Context: an optimization exercise on an open-source flow, tuned for small area and a short achievable clock period. The choices shown serve that exercise and are no tape-out recipe. Only the layout flow was run in this run; the RTL was not checked for function there. Power and IR drop assume default switching activity.

--- flow/run.sh ---
#!/bin/bash
# synth_recipe.tcl (not shown) runs the flow's synth.tcl, then flattens the netlist and writes it again
# the make line also repeats each setting of config.mk as NAME=value (left out here)
make -C /OpenROAD-flow-scripts/flow DESIGN_CONFIG=/design/flow/config.mk WORK_HOME=/design/flow/orfs CLKGATE_MAP_FILE= SYNTH_SCRIPT=/design/flow/synth_recipe.tcl finish
--- flow/config.mk ---
export PLATFORM = sky130hd
export DESIGN_NAME = Parameterized_ALU
export DESIGN_NICKNAME = Parameterized_ALU
export VERILOG_FILES = /design/flow/design.v
export SDC_FILE = /design/flow/constraint.sdc
export NUM_CORES = 4
export LEC_CHECK = 0
export ABC_AREA = 1
export CAP_MARGIN = 20
export CORE_MARGIN = 2
export CORE_UTILIZATION = 40
export SLEW_MARGIN = 20
--- flow/constraint.sdc ---
create_clock -name core_clock -period 35.0 [get_ports {clk}]
set_input_delay 7.0000 -clock core_clock [delete_from_list [all_inputs] [get_ports {clk}]]
set_output_delay 7.0000 -clock core_clock [all_outputs]
set_load 0.01 [all_outputs]
--- flow/design.v ---
`timescale 1ns / 1ps
module Parameterized_ALU#(parameter N = 16)(
    input clk,
    input [N-1:0] A,
    input [N-1:0] B,
    input [3:0] ALU_Func,
    output reg [N-1:0] ALU_out,
    output reg Carry,
    output  Arith,
    output  Shift,
    output  CMP,
    output  Logic
    );
    wire sub = ALU_Func[0] | ALU_Func[3];
    wire [15:0] bx = B ^ {16{sub}};
    wire [16:0] c;
    wire [15:0] s;
    assign c[0] = sub;
    genvar i;
    generate for (i = 0; i < 16; i = i + 1) begin : add
      assign s[i] = A[i] ^ bx[i] ^ c[i];
      assign c[i+1] = (A[i] & bx[i]) | (c[i] & (A[i] ^ bx[i]));
    end endgenerate
    wire lt = ~c[16];             
    wire eq = ~|(A ^ B);
    wire gt = ~lt & ~eq;
    wire [15:0] md;
    alu_muldiv u_md(.A(A), .B(B), .div(ALU_Func[0]), .Y(md));
    always @(posedge clk) begin
        Carry <= 1'b0;
        case (ALU_Func)
            4'b0000: {Carry, ALU_out} <= {c[16], s};
            4'b0001: {Carry, ALU_out} <= {lt, s};
            4'b0010: ALU_out <= md;
            4'b0011: ALU_out <= md;
            4'b0100: ALU_out <= A & B;
            4'b0101: ALU_out <= A | B;
            4'b0110: ALU_out <= ~(A & B);
            4'b0111: ALU_out <= ~(A | B);
            4'b1000: ALU_out <= A ^ B;
            4'b1001: ALU_out <= ~(A ^ B);
            4'b1010: ALU_out <= {15'b0, eq};
            4'b1011: ALU_out <= {14'b0, gt, 1'b0};
            4'b1100: ALU_out <= {14'b0, lt, lt};
            4'b1101: ALU_out <= {1'b0, A[15:1]};
            4'b1110: ALU_out <= {A[14:0], 1'b0};
            default: ALU_out <= 16'b0;
        endcase
    end
    assign Arith = (ALU_Func[3:2] == 2'b00);
    assign Logic = (ALU_Func[3:2] == 2'b01) || (ALU_Func == 4'b1000) || (ALU_Func == 4'b1001);
    assign CMP   = (ALU_Func == 4'b1010) || (ALU_Func == 4'b1011) || (ALU_Func == 4'b1100);
    assign Shift = (ALU_Func == 4'b1101) || (ALU_Func == 4'b1110);
endmodule
module alu_muldiv(input [15:0] A, input [15:0] B, input div, output [15:0] Y);
  wire [15:0] y = ~B;
  wire [15:0] q;
  wire [16:0] hiz;
  assign hiz[16] = 1'b1;
  genvar w;
  generate for (w = 15; w >= 1; w = w - 1) begin : hz
    assign hiz[w] = hiz[w+1] & ~B[w];
  end endgenerate
  wire [0:0] s1_t, s1_r;
  wire [1:0] s1_c;
  assign s1_c[0] = 1'b1;
  assign s1_t = A[15] | ~div;
  wire [0:0] s1_g = s1_t & y[0:0];
  wire [0:0] s1_p = s1_t | y[0:0];
  assign s1_c[1] = s1_p[0];
  assign q[15] = hiz[1] & s1_c[1];
  wire ctl1 = div ? q[15] : A[15];
  assign s1_r = s1_t ^ ({1{ctl1}} & (y[0:0] ^ s1_c[0:0]));
  wire [1:0] s2_t, s2_r;
  wire [2:0] s2_c;
  assign s2_c[0] = 1'b1;
  assign s2_t = {s1_r, A[14] | ~div};
  wire [1:0] s2_g = s2_t & y[1:0];
  wire [1:0] s2_p = s2_t | y[1:0];
  wire s2_n1_g = s2_g[1] | (s2_p[1] & s2_p[0]);
  assign s2_c[1] = s2_p[0];
  assign s2_c[2] = s2_n1_g;
  assign q[14] = hiz[2] & s2_c[2];
  wire ctl2 = div ? q[14] : A[14];
  assign s2_r = s2_t ^ ({2{ctl2}} & (y[1:0] ^ s2_c[1:0]));
  wire [2:0] s3_t, s3_r;
  wire [3:0] s3_c;
  assign s3_c[0] = 1'b1;
  assign s3_t = {s2_r, A[13] | ~div};
  wire [2:0] s3_g = s3_t & y[2:0];
  wire [2:0] s3_p = s3_t | y[2:0];
  wire s3_n1_g = s3_g[1] | (s3_p[1] & s3_p[0]);
  wire s3_n2_g = s3_g[2] | (s3_p[2] & s3_n1_g);
  assign s3_c[1] = s3_p[0];
  assign s3_c[2] = s3_n1_g;
  assign s3_c[3] = s3_n2_g;
  assign q[13] = hiz[3] & s3_c[3];
  wire ctl3 = div ? q[13] : A[13];
  assign s3_r = s3_t ^ ({3{ctl3}} & (y[2:0] ^ s3_c[2:0]));
  wire [3:0] s4_t, s4_r;
  wire [4:0] s4_c;
  assign s4_c[0] = 1'b1;
  assign s4_t = {s3_r, A[12] | ~div};
  wire [3:0] s4_g = s4_t & y[3:0];
  wire [3:0] s4_p = s4_t | y[3:0];
  wire s4_n1_g = s4_g[1] | (s4_p[1] & s4_p[0]);
  wire s4_n2_g = s4_g[3] | (s4_p[3] & s4_g[2]);
  wire s4_n2_p = s4_p[3] & s4_p[2];
  wire s4_n3_g = s4_n2_g | (s4_n2_p & s4_n1_g);
  wire s4_n4_g = s4_g[2] | (s4_p[2] & s4_n1_g);
  assign s4_c[1] = s4_p[0];
  assign s4_c[2] = s4_n1_g;
  assign s4_c[3] = s4_n4_g;
  assign s4_c[4] = s4_n3_g;
  assign q[12] = hiz[4] & s4_c[4];
  wire ctl4 = div ? q[12] : A[12];
  assign s4_r = s4_t ^ ({4{ctl4}} & (y[3:0] ^ s4_c[3:0]));
  wire [4:0] s5_t, s5_r;
  wire [5:0] s5_c;
  assign s5_c[0] = 1'b1;
  assign s5_t = {s4_r, A[11] | ~div};
  wire [4:0] s5_g = s5_t & y[4:0];
  wire [4:0] s5_p = s5_t | y[4:0];
  wire s5_n1_g = s5_g[1] | (s5_p[1] & s5_p[0]);
  wire s5_n2_g = s5_g[3] | (s5_p[3] & s5_g[2]);
  wire s5_n2_p = s5_p[3] & s5_p[2];
  wire s5_n3_g = s5_n2_g | (s5_n2_p & s5_n1_g);
  wire s5_n4_g = s5_g[2] | (s5_p[2] & s5_n1_g);
  wire s5_n5_g = s5_g[4] | (s5_p[4] & s5_n3_g);
  assign s5_c[1] = s5_p[0];
  assign s5_c[2] = s5_n1_g;
  assign s5_c[3] = s5_n4_g;
  assign s5_c[4] = s5_n3_g;
  assign s5_c[5] = s5_n5_g;
  assign q[11] = hiz[5] & s5_c[5];
  wire ctl5 = div ? q[11] : A[11];
  assign s5_r = s5_t ^ ({5{ctl5}} & (y[4:0] ^ s5_c[4:0]));
  wire [5:0] s6_t, s6_r;
  wire [6:0] s6_c;
  assign s6_c[0] = 1'b1;
  assign s6_t = {s5_r, A[10] | ~div};
  wire [5:0] s6_g = s6_t & y[5:0];
  wire [5:0] s6_p = s6_t | y[5:0];
  wire s6_n1_g = s6_g[1] | (s6_p[1] & s6_p[0]);
  wire s6_n2_g = s6_g[3] | (s6_p[3] & s6_g[2]);
  wire s6_n2_p = s6_p[3] & s6_p[2];
  wire s6_n3_g = s6_g[5] | (s6_p[5] & s6_g[4]);
  wire s6_n3_p = s6_p[5] & s6_p[4];
  wire s6_n4_g = s6_n2_g | (s6_n2_p & s6_n1_g);
  wire s6_n5_g = s6_n3_g | (s6_n3_p & s6_n4_g);
  wire s6_n6_g = s6_g[2] | (s6_p[2] & s6_n1_g);
  wire s6_n7_g = s6_g[4] | (s6_p[4] & s6_n4_g);
  assign s6_c[1] = s6_p[0];
  assign s6_c[2] = s6_n1_g;
  assign s6_c[3] = s6_n6_g;
  assign s6_c[4] = s6_n4_g;
  assign s6_c[5] = s6_n7_g;
  assign s6_c[6] = s6_n5_g;
  assign q[10] = hiz[6] & s6_c[6];
  wire ctl6 = div ? q[10] : A[10];
  assign s6_r = s6_t ^ ({6{ctl6}} & (y[5:0] ^ s6_c[5:0]));
  wire [6:0] s7_t, s7_r;
  wire [7:0] s7_c;
  assign s7_c[0] = 1'b1;
  assign s7_t = {s6_r, A[9] | ~div};
  wire [6:0] s7_g = s7_t & y[6:0];
  wire [6:0] s7_p = s7_t | y[6:0];
  wire s7_n1_g = s7_g[1] | (s7_p[1] & s7_p[0]);
  wire s7_n2_g = s7_g[3] | (s7_p[3] & s7_g[2]);
  wire s7_n2_p = s7_p[3] & s7_p[2];
  wire s7_n3_g = s7_g[5] | (s7_p[5] & s7_g[4]);
  wire s7_n3_p = s7_p[5] & s7_p[4];
  wire s7_n4_g = s7_n2_g | (s7_n2_p & s7_n1_g);
  wire s7_n5_g = s7_n3_g | (s7_n3_p & s7_n4_g);
  wire s7_n6_g = s7_g[2] | (s7_p[2] & s7_n1_g);
  wire s7_n7_g = s7_g[4] | (s7_p[4] & s7_n4_g);
  wire s7_n8_g = s7_g[6] | (s7_p[6] & s7_n5_g);
  assign s7_c[1] = s7_p[0];
  assign s7_c[2] = s7_n1_g;
  assign s7_c[3] = s7_n6_g;
  assign s7_c[4] = s7_n4_g;
  assign s7_c[5] = s7_n7_g;
  assign s7_c[6] = s7_n5_g;
  assign s7_c[7] = s7_n8_g;
  assign q[9] = hiz[7] & s7_c[7];
  wire ctl7 = div ? q[9] : A[9];
  assign s7_r = s7_t ^ ({7{ctl7}} & (y[6:0] ^ s7_c[6:0]));
  wire [7:0] s8_t, s8_r;
  wire [8:0] s8_c;
  assign s8_c[0] = 1'b1;
  assign s8_t = {s7_r, A[8] | ~div};
  wire [7:0] s8_g = s8_t & y[7:0];
  wire [7:0] s8_p = s8_t | y[7:0];
  wire s8_n1_g = s8_g[1] | (s8_p[1] & s8_p[0]);
  wire s8_n2_g = s8_g[3] | (s8_p[3] & s8_g[2]);
  wire s8_n2_p = s8_p[3] & s8_p[2];
  wire s8_n3_g = s8_g[5] | (s8_p[5] & s8_g[4]);
  wire s8_n3_p = s8_p[5] & s8_p[4];
  wire s8_n4_g = s8_g[7] | (s8_p[7] & s8_g[6]);
  wire s8_n4_p = s8_p[7] & s8_p[6];
  wire s8_n5_g = s8_n2_g | (s8_n2_p & s8_n1_g);
  wire s8_n6_g = s8_n4_g | (s8_n4_p & s8_n3_g);
  wire s8_n6_p = s8_n4_p & s8_n3_p;
  wire s8_n7_g = s8_n6_g | (s8_n6_p & s8_n5_g);
  wire s8_n8_g = s8_n3_g | (s8_n3_p & s8_n5_g);
  wire s8_n9_g = s8_g[2] | (s8_p[2] & s8_n1_g);
  wire s8_n10_g = s8_g[4] | (s8_p[4] & s8_n5_g);
  wire s8_n11_g = s8_g[6] | (s8_p[6] & s8_n8_g);
  assign s8_c[1] = s8_p[0];
  assign s8_c[2] = s8_n1_g;
  assign s8_c[3] = s8_n9_g;
  assign s8_c[4] = s8_n5_g;
  assign s8_c[5] = s8_n10_g;
  assign s8_c[6] = s8_n8_g;
  assign s8_c[7] = s8_n11_g;
  assign s8_c[8] = s8_n7_g;
  assign q[8] = hiz[8] & s8_c[8];
  wire ctl8 = div ? q[8] : A[8];
  assign s8_r = s8_t ^ ({8{ctl8}} & (y[7:0] ^ s8_c[7:0]));
  wire [8:0] s9_t, s9_r;
  wire [9:0] s9_c;
  assign s9_c[0] = 1'b1;
  assign s9_t = {s8_r, A[7] | ~div};
  wire [8:0] s9_g = s9_t & y[8:0];
  wire [8:0] s9_p = s9_t | y[8:0];
  wire s9_n1_g = s9_g[1] | (s9_p[1] & s9_p[0]);
  wire s9_n2_g = s9_g[3] | (s9_p[3] & s9_g[2]);
  wire s9_n2_p = s9_p[3] & s9_p[2];
  wire s9_n3_g = s9_g[5] | (s9_p[5] & s9_g[4]);
  wire s9_n3_p = s9_p[5] & s9_p[4];
  wire s9_n4_g = s9_g[7] | (s9_p[7] & s9_g[6]);
  wire s9_n4_p = s9_p[7] & s9_p[6];
  wire s9_n5_g = s9_n2_g | (s9_n2_p & s9_n1_g);
  wire s9_n6_g = s9_n4_g | (s9_n4_p & s9_n3_g);
  wire s9_n6_p = s9_n4_p & s9_n3_p;
  wire s9_n7_g = s9_n6_g | (s9_n6_p & s9_n5_g);
  wire s9_n8_g = s9_n3_g | (s9_n3_p & s9_n5_g);
  wire s9_n9_g = s9_g[2] | (s9_p[2] & s9_n1_g);
  wire s9_n10_g = s9_g[4] | (s9_p[4] & s9_n5_g);
  wire s9_n11_g = s9_g[6] | (s9_p[6] & s9_n8_g);
  wire s9_n12_g = s9_g[8] | (s9_p[8] & s9_n7_g);
  assign s9_c[1] = s9_p[0];
  assign s9_c[2] = s9_n1_g;
  assign s9_c[3] = s9_n9_g;
  assign s9_c[4] = s9_n5_g;
  assign s9_c[5] = s9_n10_g;
  assign s9_c[6] = s9_n8_g;
  assign s9_c[7] = s9_n11_g;
  assign s9_c[8] = s9_n7_g;
  assign s9_c[9] = s9_n12_g;
  assign q[7] = hiz[9] & s9_c[9];
  wire ctl9 = div ? q[7] : A[7];
  assign s9_r = s9_t ^ ({9{ctl9}} & (y[8:0] ^ s9_c[8:0]));
  wire [9:0] s10_t, s10_r;
  wire [10:0] s10_c;
  assign s10_c[0] = 1'b1;
  assign s10_t = {s9_r, A[6] | ~div};
  wire [9:0] s10_g = s10_t & y[9:0];
  wire [9:0] s10_p = s10_t | y[9:0];
  wire s10_n1_g = s10_g[1] | (s10_p[1] & s10_p[0]);
  wire s10_n2_g = s10_g[3] | (s10_p[3] & s10_g[2]);
  wire s10_n2_p = s10_p[3] & s10_p[2];
  wire s10_n3_g = s10_g[5] | (s10_p[5] & s10_g[4]);
  wire s10_n3_p = s10_p[5] & s10_p[4];
  wire s10_n4_g = s10_g[7] | (s10_p[7] & s10_g[6]);
  wire s10_n4_p = s10_p[7] & s10_p[6];
  wire s10_n5_g = s10_g[9] | (s10_p[9] & s10_g[8]);
  wire s10_n5_p = s10_p[9] & s10_p[8];
  wire s10_n6_g = s10_n2_g | (s10_n2_p & s10_n1_g);
  wire s10_n7_g = s10_n4_g | (s10_n4_p & s10_n3_g);
  wire s10_n7_p = s10_n4_p & s10_n3_p;
  wire s10_n8_g = s10_n7_g | (s10_n7_p & s10_n6_g);
  wire s10_n9_g = s10_n3_g | (s10_n3_p & s10_n6_g);
  wire s10_n10_g = s10_n5_g | (s10_n5_p & s10_n8_g);
  wire s10_n11_g = s10_g[2] | (s10_p[2] & s10_n1_g);
  wire s10_n12_g = s10_g[4] | (s10_p[4] & s10_n6_g);
  wire s10_n13_g = s10_g[6] | (s10_p[6] & s10_n9_g);
  wire s10_n14_g = s10_g[8] | (s10_p[8] & s10_n8_g);
  assign s10_c[1] = s10_p[0];
  assign s10_c[2] = s10_n1_g;
  assign s10_c[3] = s10_n11_g;
  assign s10_c[4] = s10_n6_g;
  assign s10_c[5] = s10_n12_g;
  assign s10_c[6] = s10_n9_g;
  assign s10_c[7] = s10_n13_g;
  assign s10_c[8] = s10_n8_g;
  assign s10_c[9] = s10_n14_g;
  assign s10_c[10] = s10_n10_g;
  assign q[6] = hiz[10] & s10_c[10];
  wire ctl10 = div ? q[6] : A[6];
  assign s10_r = s10_t ^ ({10{ctl10}} & (y[9:0] ^ s10_c[9:0]));
  wire [10:0] s11_t, s11_r;
  wire [11:0] s11_c;
  assign s11_c[0] = 1'b1;
  assign s11_t = {s10_r, A[5] | ~div};
  wire [10:0] s11_g = s11_t & y[10:0];
  wire [10:0] s11_p = s11_t | y[10:0];
  wire s11_n1_g = s11_g[1] | (s11_p[1] & s11_p[0]);
  wire s11_n2_g = s11_g[3] | (s11_p[3] & s11_g[2]);
  wire s11_n2_p = s11_p[3] & s11_p[2];
  wire s11_n3_g = s11_g[5] | (s11_p[5] & s11_g[4]);
  wire s11_n3_p = s11_p[5] & s11_p[4];
  wire s11_n4_g = s11_g[7] | (s11_p[7] & s11_g[6]);
  wire s11_n4_p = s11_p[7] & s11_p[6];
  wire s11_n5_g = s11_g[9] | (s11_p[9] & s11_g[8]);
  wire s11_n5_p = s11_p[9] & s11_p[8];
  wire s11_n6_g = s11_n2_g | (s11_n2_p & s11_n1_g);
  wire s11_n7_g = s11_n4_g | (s11_n4_p & s11_n3_g);
  wire s11_n7_p = s11_n4_p & s11_n3_p;
  wire s11_n8_g = s11_n7_g | (s11_n7_p & s11_n6_g);
  wire s11_n9_g = s11_n3_g | (s11_n3_p & s11_n6_g);
  wire s11_n10_g = s11_n5_g | (s11_n5_p & s11_n8_g);
  wire s11_n11_g = s11_g[2] | (s11_p[2] & s11_n1_g);
  wire s11_n12_g = s11_g[4] | (s11_p[4] & s11_n6_g);
  wire s11_n13_g = s11_g[6] | (s11_p[6] & s11_n9_g);
  wire s11_n14_g = s11_g[8] | (s11_p[8] & s11_n8_g);
  wire s11_n15_g = s11_g[10] | (s11_p[10] & s11_n10_g);
  assign s11_c[1] = s11_p[0];
  assign s11_c[2] = s11_n1_g;
  assign s11_c[3] = s11_n11_g;
  assign s11_c[4] = s11_n6_g;
  assign s11_c[5] = s11_n12_g;
  assign s11_c[6] = s11_n9_g;
  assign s11_c[7] = s11_n13_g;
  assign s11_c[8] = s11_n8_g;
  assign s11_c[9] = s11_n14_g;
  assign s11_c[10] = s11_n10_g;
  assign s11_c[11] = s11_n15_g;
  assign q[5] = hiz[11] & s11_c[11];
  wire ctl11 = div ? q[5] : A[5];
  assign s11_r = s11_t ^ ({11{ctl11}} & (y[10:0] ^ s11_c[10:0]));
  wire [11:0] s12_t, s12_r;
  wire [12:0] s12_c;
  assign s12_c[0] = 1'b1;
  assign s12_t = {s11_r, A[4] | ~div};
  wire [11:0] s12_g = s12_t & y[11:0];
  wire [11:0] s12_p = s12_t | y[11:0];
  wire s12_n1_g = s12_g[1] | (s12_p[1] & s12_p[0]);
  wire s12_n2_g = s12_g[3] | (s12_p[3] & s12_g[2]);
  wire s12_n2_p = s12_p[3] & s12_p[2];
  wire s12_n3_g = s12_g[5] | (s12_p[5] & s12_g[4]);
  wire s12_n3_p = s12_p[5] & s12_p[4];
  wire s12_n4_g = s12_g[7] | (s12_p[7] & s12_g[6]);
  wire s12_n4_p = s12_p[7] & s12_p[6];
  wire s12_n5_g = s12_g[9] | (s12_p[9] & s12_g[8]);
  wire s12_n5_p = s12_p[9] & s12_p[8];
  wire s12_n6_g = s12_g[11] | (s12_p[11] & s12_g[10]);
  wire s12_n6_p = s12_p[11] & s12_p[10];
  wire s12_n7_g = s12_n2_g | (s12_n2_p & s12_n1_g);
  wire s12_n8_g = s12_n4_g | (s12_n4_p & s12_n3_g);
  wire s12_n8_p = s12_n4_p & s12_n3_p;
  wire s12_n9_g = s12_n6_g | (s12_n6_p & s12_n5_g);
  wire s12_n9_p = s12_n6_p & s12_n5_p;
  wire s12_n10_g = s12_n8_g | (s12_n8_p & s12_n7_g);
  wire s12_n11_g = s12_n9_g | (s12_n9_p & s12_n10_g);
  wire s12_n12_g = s12_n3_g | (s12_n3_p & s12_n7_g);
  wire s12_n13_g = s12_n5_g | (s12_n5_p & s12_n10_g);
  wire s12_n14_g = s12_g[2] | (s12_p[2] & s12_n1_g);
  wire s12_n15_g = s12_g[4] | (s12_p[4] & s12_n7_g);
  wire s12_n16_g = s12_g[6] | (s12_p[6] & s12_n12_g);
  wire s12_n17_g = s12_g[8] | (s12_p[8] & s12_n10_g);
  wire s12_n18_g = s12_g[10] | (s12_p[10] & s12_n13_g);
  assign s12_c[1] = s12_p[0];
  assign s12_c[2] = s12_n1_g;
  assign s12_c[3] = s12_n14_g;
  assign s12_c[4] = s12_n7_g;
  assign s12_c[5] = s12_n15_g;
  assign s12_c[6] = s12_n12_g;
  assign s12_c[7] = s12_n16_g;
  assign s12_c[8] = s12_n10_g;
  assign s12_c[9] = s12_n17_g;
  assign s12_c[10] = s12_n13_g;
  assign s12_c[11] = s12_n18_g;
  assign s12_c[12] = s12_n11_g;
  assign q[4] = hiz[12] & s12_c[12];
  wire ctl12 = div ? q[4] : A[4];
  assign s12_r = s12_t ^ ({12{ctl12}} & (y[11:0] ^ s12_c[11:0]));
  wire [12:0] s13_t, s13_r;
  wire [13:0] s13_c;
  assign s13_c[0] = 1'b1;
  assign s13_t = {s12_r, A[3] | ~div};
  wire [12:0] s13_g = s13_t & y[12:0];
  wire [12:0] s13_p = s13_t | y[12:0];
  wire s13_n1_g = s13_g[1] | (s13_p[1] & s13_p[0]);
  wire s13_n2_g = s13_g[3] | (s13_p[3] & s13_g[2]);
  wire s13_n2_p = s13_p[3] & s13_p[2];
  wire s13_n3_g = s13_g[5] | (s13_p[5] & s13_g[4]);
  wire s13_n3_p = s13_p[5] & s13_p[4];
  wire s13_n4_g = s13_g[7] | (s13_p[7] & s13_g[6]);
  wire s13_n4_p = s13_p[7] & s13_p[6];
  wire s13_n5_g = s13_g[9] | (s13_p[9] & s13_g[8]);
  wire s13_n5_p = s13_p[9] & s13_p[8];
  wire s13_n6_g = s13_g[11] | (s13_p[11] & s13_g[10]);
  wire s13_n6_p = s13_p[11] & s13_p[10];
  wire s13_n7_g = s13_n2_g | (s13_n2_p & s13_n1_g);
  wire s13_n8_g = s13_n4_g | (s13_n4_p & s13_n3_g);
  wire s13_n8_p = s13_n4_p & s13_n3_p;
  wire s13_n9_g = s13_n6_g | (s13_n6_p & s13_n5_g);
  wire s13_n9_p = s13_n6_p & s13_n5_p;
  wire s13_n10_g = s13_n8_g | (s13_n8_p & s13_n7_g);
  wire s13_n11_g = s13_n9_g | (s13_n9_p & s13_n10_g);
  wire s13_n12_g = s13_n3_g | (s13_n3_p & s13_n7_g);
  wire s13_n13_g = s13_n5_g | (s13_n5_p & s13_n10_g);
  wire s13_n14_g = s13_g[2] | (s13_p[2] & s13_n1_g);
  wire s13_n15_g = s13_g[4] | (s13_p[4] & s13_n7_g);
  wire s13_n16_g = s13_g[6] | (s13_p[6] & s13_n12_g);
  wire s13_n17_g = s13_g[8] | (s13_p[8] & s13_n10_g);
  wire s13_n18_g = s13_g[10] | (s13_p[10] & s13_n13_g);
  wire s13_n19_g = s13_g[12] | (s13_p[12] & s13_n11_g);
  assign s13_c[1] = s13_p[0];
  assign s13_c[2] = s13_n1_g;
  assign s13_c[3] = s13_n14_g;
  assign s13_c[4] = s13_n7_g;
  assign s13_c[5] = s13_n15_g;
  assign s13_c[6] = s13_n12_g;
  assign s13_c[7] = s13_n16_g;
  assign s13_c[8] = s13_n10_g;
  assign s13_c[9] = s13_n17_g;
  assign s13_c[10] = s13_n13_g;
  assign s13_c[11] = s13_n18_g;
  assign s13_c[12] = s13_n11_g;
  assign s13_c[13] = s13_n19_g;
  assign q[3] = hiz[13] & s13_c[13];
  wire ctl13 = div ? q[3] : A[3];
  assign s13_r = s13_t ^ ({13{ctl13}} & (y[12:0] ^ s13_c[12:0]));
  wire [13:0] s14_t, s14_r;
  wire [14:0] s14_c;
  assign s14_c[0] = 1'b1;
  assign s14_t = {s13_r, A[2] | ~div};
  wire [13:0] s14_g = s14_t & y[13:0];
  wire [13:0] s14_p = s14_t | y[13:0];
  wire s14_n1_g = s14_g[1] | (s14_p[1] & s14_p[0]);
  wire s14_n2_g = s14_g[3] | (s14_p[3] & s14_g[2]);
  wire s14_n2_p = s14_p[3] & s14_p[2];
  wire s14_n3_g = s14_g[5] | (s14_p[5] & s14_g[4]);
  wire s14_n3_p = s14_p[5] & s14_p[4];
  wire s14_n4_g = s14_g[7] | (s14_p[7] & s14_g[6]);
  wire s14_n4_p = s14_p[7] & s14_p[6];
  wire s14_n5_g = s14_g[9] | (s14_p[9] & s14_g[8]);
  wire s14_n5_p = s14_p[9] & s14_p[8];
  wire s14_n6_g = s14_g[11] | (s14_p[11] & s14_g[10]);
  wire s14_n6_p = s14_p[11] & s14_p[10];
  wire s14_n7_g = s14_g[13] | (s14_p[13] & s14_g[12]);
  wire s14_n7_p = s14_p[13] & s14_p[12];
  wire s14_n8_g = s14_n2_g | (s14_n2_p & s14_n1_g);
  wire s14_n9_g = s14_n4_g | (s14_n4_p & s14_n3_g);
  wire s14_n9_p = s14_n4_p & s14_n3_p;
  wire s14_n10_g = s14_n6_g | (s14_n6_p & s14_n5_g);
  wire s14_n10_p = s14_n6_p & s14_n5_p;
  wire s14_n11_g = s14_n9_g | (s14_n9_p & s14_n8_g);
  wire s14_n12_g = s14_n10_g | (s14_n10_p & s14_n11_g);
  wire s14_n13_g = s14_n3_g | (s14_n3_p & s14_n8_g);
  wire s14_n14_g = s14_n5_g | (s14_n5_p & s14_n11_g);
  wire s14_n15_g = s14_n7_g | (s14_n7_p & s14_n12_g);
  wire s14_n16_g = s14_g[2] | (s14_p[2] & s14_n1_g);
  wire s14_n17_g = s14_g[4] | (s14_p[4] & s14_n8_g);
  wire s14_n18_g = s14_g[6] | (s14_p[6] & s14_n13_g);
  wire s14_n19_g = s14_g[8] | (s14_p[8] & s14_n11_g);
  wire s14_n20_g = s14_g[10] | (s14_p[10] & s14_n14_g);
  wire s14_n21_g = s14_g[12] | (s14_p[12] & s14_n12_g);
  assign s14_c[1] = s14_p[0];
  assign s14_c[2] = s14_n1_g;
  assign s14_c[3] = s14_n16_g;
  assign s14_c[4] = s14_n8_g;
  assign s14_c[5] = s14_n17_g;
  assign s14_c[6] = s14_n13_g;
  assign s14_c[7] = s14_n18_g;
  assign s14_c[8] = s14_n11_g;
  assign s14_c[9] = s14_n19_g;
  assign s14_c[10] = s14_n14_g;
  assign s14_c[11] = s14_n20_g;
  assign s14_c[12] = s14_n12_g;
  assign s14_c[13] = s14_n21_g;
  assign s14_c[14] = s14_n15_g;
  assign q[2] = hiz[14] & s14_c[14];
  wire ctl14 = div ? q[2] : A[2];
  assign s14_r = s14_t ^ ({14{ctl14}} & (y[13:0] ^ s14_c[13:0]));
  wire [14:0] s15_t, s15_r;
  wire [15:0] s15_c;
  assign s15_c[0] = 1'b1;
  assign s15_t = {s14_r, A[1] | ~div};
  wire [14:0] s15_g = s15_t & y[14:0];
  wire [14:0] s15_p = s15_t | y[14:0];
  wire s15_n1_g = s15_g[1] | (s15_p[1] & s15_p[0]);
  wire s15_n2_g = s15_g[3] | (s15_p[3] & s15_g[2]);
  wire s15_n2_p = s15_p[3] & s15_p[2];
  wire s15_n3_g = s15_g[5] | (s15_p[5] & s15_g[4]);
  wire s15_n3_p = s15_p[5] & s15_p[4];
  wire s15_n4_g = s15_g[7] | (s15_p[7] & s15_g[6]);
  wire s15_n4_p = s15_p[7] & s15_p[6];
  wire s15_n5_g = s15_g[9] | (s15_p[9] & s15_g[8]);
  wire s15_n5_p = s15_p[9] & s15_p[8];
  wire s15_n6_g = s15_g[11] | (s15_p[11] & s15_g[10]);
  wire s15_n6_p = s15_p[11] & s15_p[10];
  wire s15_n7_g = s15_g[13] | (s15_p[13] & s15_g[12]);
  wire s15_n7_p = s15_p[13] & s15_p[12];
  wire s15_n8_g = s15_n2_g | (s15_n2_p & s15_n1_g);
  wire s15_n9_g = s15_n4_g | (s15_n4_p & s15_n3_g);
  wire s15_n9_p = s15_n4_p & s15_n3_p;
  wire s15_n10_g = s15_n6_g | (s15_n6_p & s15_n5_g);
  wire s15_n10_p = s15_n6_p & s15_n5_p;
  wire s15_n11_g = s15_n9_g | (s15_n9_p & s15_n8_g);
  wire s15_n12_g = s15_n10_g | (s15_n10_p & s15_n11_g);
  wire s15_n13_g = s15_n3_g | (s15_n3_p & s15_n8_g);
  wire s15_n14_g = s15_n5_g | (s15_n5_p & s15_n11_g);
  wire s15_n15_g = s15_n7_g | (s15_n7_p & s15_n12_g);
  wire s15_n16_g = s15_g[2] | (s15_p[2] & s15_n1_g);
  wire s15_n17_g = s15_g[4] | (s15_p[4] & s15_n8_g);
  wire s15_n18_g = s15_g[6] | (s15_p[6] & s15_n13_g);
  wire s15_n19_g = s15_g[8] | (s15_p[8] & s15_n11_g);
  wire s15_n20_g = s15_g[10] | (s15_p[10] & s15_n14_g);
  wire s15_n21_g = s15_g[12] | (s15_p[12] & s15_n12_g);
  wire s15_n22_g = s15_g[14] | (s15_p[14] & s15_n15_g);
  assign s15_c[1] = s15_p[0];
  assign s15_c[2] = s15_n1_g;
  assign s15_c[3] = s15_n16_g;
  assign s15_c[4] = s15_n8_g;
  assign s15_c[5] = s15_n17_g;
  assign s15_c[6] = s15_n13_g;
  assign s15_c[7] = s15_n18_g;
  assign s15_c[8] = s15_n11_g;
  assign s15_c[9] = s15_n19_g;
  assign s15_c[10] = s15_n14_g;
  assign s15_c[11] = s15_n20_g;
  assign s15_c[12] = s15_n12_g;
  assign s15_c[13] = s15_n21_g;
  assign s15_c[14] = s15_n15_g;
  assign s15_c[15] = s15_n22_g;
  assign q[1] = hiz[15] & s15_c[15];
  wire ctl15 = div ? q[1] : A[1];
  assign s15_r = s15_t ^ ({15{ctl15}} & (y[14:0] ^ s15_c[14:0]));
  wire [15:0] s16_t, s16_r;
  wire [16:0] s16_c;
  assign s16_c[0] = 1'b1;
  assign s16_t = {s15_r, A[0] | ~div};
  wire [15:0] s16_g = s16_t & y[15:0];
  wire [15:0] s16_p = s16_t | y[15:0];
  wire s16_n1_g = s16_g[1] | (s16_p[1] & s16_p[0]);
  wire s16_n2_g = s16_g[3] | (s16_p[3] & s16_g[2]);
  wire s16_n2_p = s16_p[3] & s16_p[2];
  wire s16_n3_g = s16_g[5] | (s16_p[5] & s16_g[4]);
  wire s16_n3_p = s16_p[5] & s16_p[4];
  wire s16_n4_g = s16_g[7] | (s16_p[7] & s16_g[6]);
  wire s16_n4_p = s16_p[7] & s16_p[6];
  wire s16_n5_g = s16_g[9] | (s16_p[9] & s16_g[8]);
  wire s16_n5_p = s16_p[9] & s16_p[8];
  wire s16_n6_g = s16_g[11] | (s16_p[11] & s16_g[10]);
  wire s16_n6_p = s16_p[11] & s16_p[10];
  wire s16_n7_g = s16_g[13] | (s16_p[13] & s16_g[12]);
  wire s16_n7_p = s16_p[13] & s16_p[12];
  wire s16_n8_g = s16_g[15] | (s16_p[15] & s16_g[14]);
  wire s16_n8_p = s16_p[15] & s16_p[14];
  wire s16_n9_g = s16_n2_g | (s16_n2_p & s16_n1_g);
  wire s16_n10_g = s16_n4_g | (s16_n4_p & s16_n3_g);
  wire s16_n10_p = s16_n4_p & s16_n3_p;
  wire s16_n11_g = s16_n6_g | (s16_n6_p & s16_n5_g);
  wire s16_n11_p = s16_n6_p & s16_n5_p;
  wire s16_n12_g = s16_n8_g | (s16_n8_p & s16_n7_g);
  wire s16_n12_p = s16_n8_p & s16_n7_p;
  wire s16_n13_g = s16_n10_g | (s16_n10_p & s16_n9_g);
  wire s16_n14_g = s16_n12_g | (s16_n12_p & s16_n11_g);
  wire s16_n14_p = s16_n12_p & s16_n11_p;
  wire s16_n15_g = s16_n14_g | (s16_n14_p & s16_n13_g);
  wire s16_n16_g = s16_n11_g | (s16_n11_p & s16_n13_g);
  wire s16_n17_g = s16_n3_g | (s16_n3_p & s16_n9_g);
  wire s16_n18_g = s16_n5_g | (s16_n5_p & s16_n13_g);
  wire s16_n19_g = s16_n7_g | (s16_n7_p & s16_n16_g);
  wire s16_n20_g = s16_g[2] | (s16_p[2] & s16_n1_g);
  wire s16_n21_g = s16_g[4] | (s16_p[4] & s16_n9_g);
  wire s16_n22_g = s16_g[6] | (s16_p[6] & s16_n17_g);
  wire s16_n23_g = s16_g[8] | (s16_p[8] & s16_n13_g);
  wire s16_n24_g = s16_g[10] | (s16_p[10] & s16_n18_g);
  wire s16_n25_g = s16_g[12] | (s16_p[12] & s16_n16_g);
  wire s16_n26_g = s16_g[14] | (s16_p[14] & s16_n19_g);
  assign s16_c[1] = s16_p[0];
  assign s16_c[2] = s16_n1_g;
  assign s16_c[3] = s16_n20_g;
  assign s16_c[4] = s16_n9_g;
  assign s16_c[5] = s16_n21_g;
  assign s16_c[6] = s16_n17_g;
  assign s16_c[7] = s16_n22_g;
  assign s16_c[8] = s16_n13_g;
  assign s16_c[9] = s16_n23_g;
  assign s16_c[10] = s16_n18_g;
  assign s16_c[11] = s16_n24_g;
  assign s16_c[12] = s16_n16_g;
  assign s16_c[13] = s16_n25_g;
  assign s16_c[14] = s16_n19_g;
  assign s16_c[15] = s16_n26_g;
  assign s16_c[16] = s16_n15_g;
  assign q[0] = hiz[16] & s16_c[16];
  wire ctl16 = div ? q[0] : A[0];
  assign s16_r = s16_t ^ ({16{ctl16}} & (y[15:0] ^ s16_c[15:0]));
  assign Y = div ? q : ~s16_r;
endmodule
==> results.sh <==
export IMPL_status="finished clean"
export IMPL_power_leakage_uw=0.00660
export IMPL_relSlewSlack_pct=32.1
export IMPL_cp_end_kind="flip-flop"
export IMPL_ys_seq_area_share_pct=3.11
export IMPL_crit_slowest_cell="clkdlybuf4s50_1"
export IMPL_min_period_ns=25.79
export IMPL_cpMostUsedCell="nand2_1"
export IMPL_area_delta_synth_final_pct=6.39
export IMPL_dr_pass1_iters=8
export IMPL_critPathLaunch="ALU_Func[0]"
export IMPL_cts_resized=0
export IMPL_dp_hpwl_mm=29.7
export IMPL_ir_worst_vdd_mv=0.0210
export IMPL_cp_required_ns=35.17
export IMPL_min_path_type="in -> reg"
export IMPL_syn_avg_cell_area_um2=5.18
export IMPL_initial_utilization_pct=40.7
export IMPL_hold_start="A[13]"
export IMPL_critPathKind="in -> reg"
export IMPL_ios=58
export IMPL_yosysTopAreaCell="nand2_1"
export IMPL_worstMarginPinSlew_ns=1.02
export IMPL_cts_setup_buffers=0
export IMPL_drc=0
export IMPL_cts_buffers=3
export IMPL_cts_hold_buf=0
export IMPL_nFillCells=2998
export IMPL_final_max_slew_viol_count=0
export IMPL_cts_tree="built"
export IMPL_routabilityCongestion=0.957
export IMPL_netlist_instances=2111
export IMPL_setup_violations_final=0
export IMPL_grt_max_degree=46
export IMPL_drt_total_wl_mm=39.5
export IMPL_start_kind="input port"
export IMPL_gr_total_overflow=0
export IMPL_critical_path_peak_fanout=32
export IMPL_cts_root_buf="clkbuf_16"
export IMPL_placedInstanceArea_mm2=0.0116
export IMPL_gr_usage_all_layers_pct=27.1
export IMPL_antenna_found_initial=0
export IMPL_grt_first_pass_wirelength_mm=62.8
export IMPL_nets=2200
export IMPL_die_h_um=169
export IMPL_ys_flop_type="dfxtp_1"
export IMPL_h_tree_depth=1
export IMPL_yosys_top_cells_count="nand2_1, nand3_1, inv_1, nor2_1, xor2_1"
export IMPL_fp_dieW_um=169
export IMPL_drt_vias_per_instance=5.37
export IMPL_rsz0062_at_grt="false"
export IMPL_max_clock_path_buffers=2
export IMPL_synth_edff_count=0
export IMPL_antenna_left=0
export IMPL_critPathMaxStageDelay_ns=1.06
export IMPL_synth_top_area_share_pct=26.3
export IMPL_ys_warn_count=1
export IMPL_path_buf_inv=9
export IMPL_synthesis_nets=2195
export IMPL_synth_distinct_cells=53
export IMPL_synthesis_area_mm2=0.0109
export IMPL_drt_iter0_drc=1267
export IMPL_power_density_mw_per_mm2=44.5
export IMPL_synth_top_cells_by_area="nand2_1, nand3_1, inv_1"
export IMPL_fp_coreArea_mm2=0.0269
export IMPL_critPathTopFamily="simple AND/OR/NAND/NOR gates"
export IMPL_setup_tns_ns=0
export IMPL_cts_sinks=17
export IMPL_ys_ff_latch=17
export IMPL_min_period_over_period_pct=73.7
export IMPL_final_area_mm2=0.0116
export IMPL_hold_viol_final=0
export IMPL_yosysMostFrequentCell="nand2_1"
export IMPL_clk_pin_slew_ns=0.06
export IMPL_first_global_vias=12000
export IMPL_hold_depth=5
export IMPL_drive_gt1_share_pct=8.32
export IMPL_cap_violations=0
export IMPL_vias=13200
export IMPL_io_buffers=57
export IMPL_critPathArrivalTime_ns=25.95
export IMPL_rows=60
export IMPL_hold_path_endpoint="ALU_out[14]$_DFF_P_"
export IMPL_die_area_mm2=0.0287
export IMPL_async_flop_share_pct=0
export IMPL_post_drt_wl_per_cell_um=16.1
export IMPL_fmax_mhz=38.8
export IMPL_n_antenna_cell=0
==> how the worst max path moves through the flow <==
| stage | endpoint | cells past startpoint | slack, ns |
|---|---|---|---|
| 2_1_floorplan | ALU_out[14]$_DFF_P_ | 158 | 14.87 |
| 6_report | ALU_out[9]$_DFF_P_ | 159 | 9.21 |
| 3_5_place_dp | ALU_out[6]$_DFF_P_ | 161 | 9.24 |
| 4_1_cts | ALU_out[6]$_DFF_P_ | 161 | 9.47 |
| 5_1_grt | ALU_out[6]$_DFF_P_ | 161 | 6.99 |
| 3_3_place_gp | ALU_out[6]$_DFF_P_ | 161 | 9.79 |
==> area by class of cell <==
type / instances / area (um^2) / share of cell area (%)
repair buffers: 79 / 736 / 6.32
well taps: 341 / 427 / 3.67
multi-input cells: 1706 / 8900 / 76.5
inverters: 309 / 1160 / 9.96
clock buffers: 4 / 78.8 / 0.677
flip-flops and latches: 17 / 340 / 2.92
==> layer usage <==
| metal | wire length [um] | part of all wire [%] | track usage (%) | up-vias |
|---|---|---|---|---|
| met3 | 3630 | 9.2 | 3.73 | 81 |
| met1 | 17700 | 45 | 37.4 | 5907 |
| met4 | 973 | 2.5 | 6.58 | 0 |
| met5 | 0 | 0 | 0 | - |
| li1 | - | - | - | 6668 |
| met2 | 17200 | 43 | 44.7 | 531 |
==> state kept, by name, indices dropped and copies added, names as in the netlist <==
register / count
ALU_out: 16
Carry: 1
==> worst min-delay path, delay by kind of cell <==
family | cells | cell delay, ns
buf+inv | 1 | 0.59
compound gates | 2 | 0.17
simple gates | 2 | 0.13
==> metrics by stage <==
stage / setup slack (ns) / util [%] / power (uW) / hold WS (ns) / instances
finish: 9.21 / 43.3 / 518 / 7.68 / 2456
global route: 6.99 / 43.3 / 582 / 7.71 / 2456
CTS: 9.47 / 43.3 / 513 / 7.66 / 2456
detailed placement: 9.24 / 43.0 / 486 / 7.74 / 2452
global placement: 9.79 / 43.0 / 485 / 7.74 / 2452
floorplan: 14.87 / - / 385 / 7.12 / 2111
==> cells by family after synthesis <==
| group | share of synthesized area [%] |
|---|---|
| adder cells (fa/ha/maj) | 6.40 |
| XOR/XNOR | 9.37 |
| AND/OR/NAND/NOR | 56.9 |
| AO/OA/AOI/OAI | 8.60 |
| flip-flops | 3.11 |
| buffers and inverters | 15.6 |
==> cells in the final DEF, fill, tap and decap left out, drive strengths merged, types with 3 or more instances in the layout <==
master	instances
nand3b	10
o21ai	58
o21a	3
a21boi	3
a31oi	3
dfxtp	17
o211ai	6
o22ai	17
clkdlybuf4s50	57
nand2	830
a2111oi	10
o21bai	3
nand4	14
ha	32
xnor2	5
a211oi	4
or2	6
clkinv	8
o221ai	8
nor4	6
buf	22
inv	301
fa	15
nand3	375
nor3	5
clkbuf	4
a221oi	6
xor2	106
a21oi	19
nor2	152
==> power breakdown <==
group          leakage [uW]  switching, uW  internal [uW]
clock             0.0000382           9.18           15.5
combinational       0.00642            318            151
sequential         0.000142           1.60           23.3
total               0.00660            329            190

-- what the ideal ports hide --
The flow's constraints put no driver on any port. The routed layout listed below was extracted and timed again, unchanged, in two steps. Step 1 sets driving cells, clkbuf_16 on the clock port and buf_2 on the other inputs (assumed; they add their load-dependent delay and slew). Step 2, shift: input delay + t, output delay - t, t = (earliest + latest rising clock arrival at the registers) / 2. This alone moves slack from input paths to output paths. a / b / c = ideal / step 1 / step 2; a / b = the first two.
shift t [ns]: 0.283
setup slack, ns: 9.215 / 9.218 / 8.935
hold slack, ns: 7.680 / 7.686 / 7.752
worst setup path at the end: input to register
worst register clock-pin slew, ns: 0.06 / 0.06
After both steps setup and hold are still met in this run. The setup slack of this run moves by +0.003 ns with the drivers and by -0.280 ns with both steps.
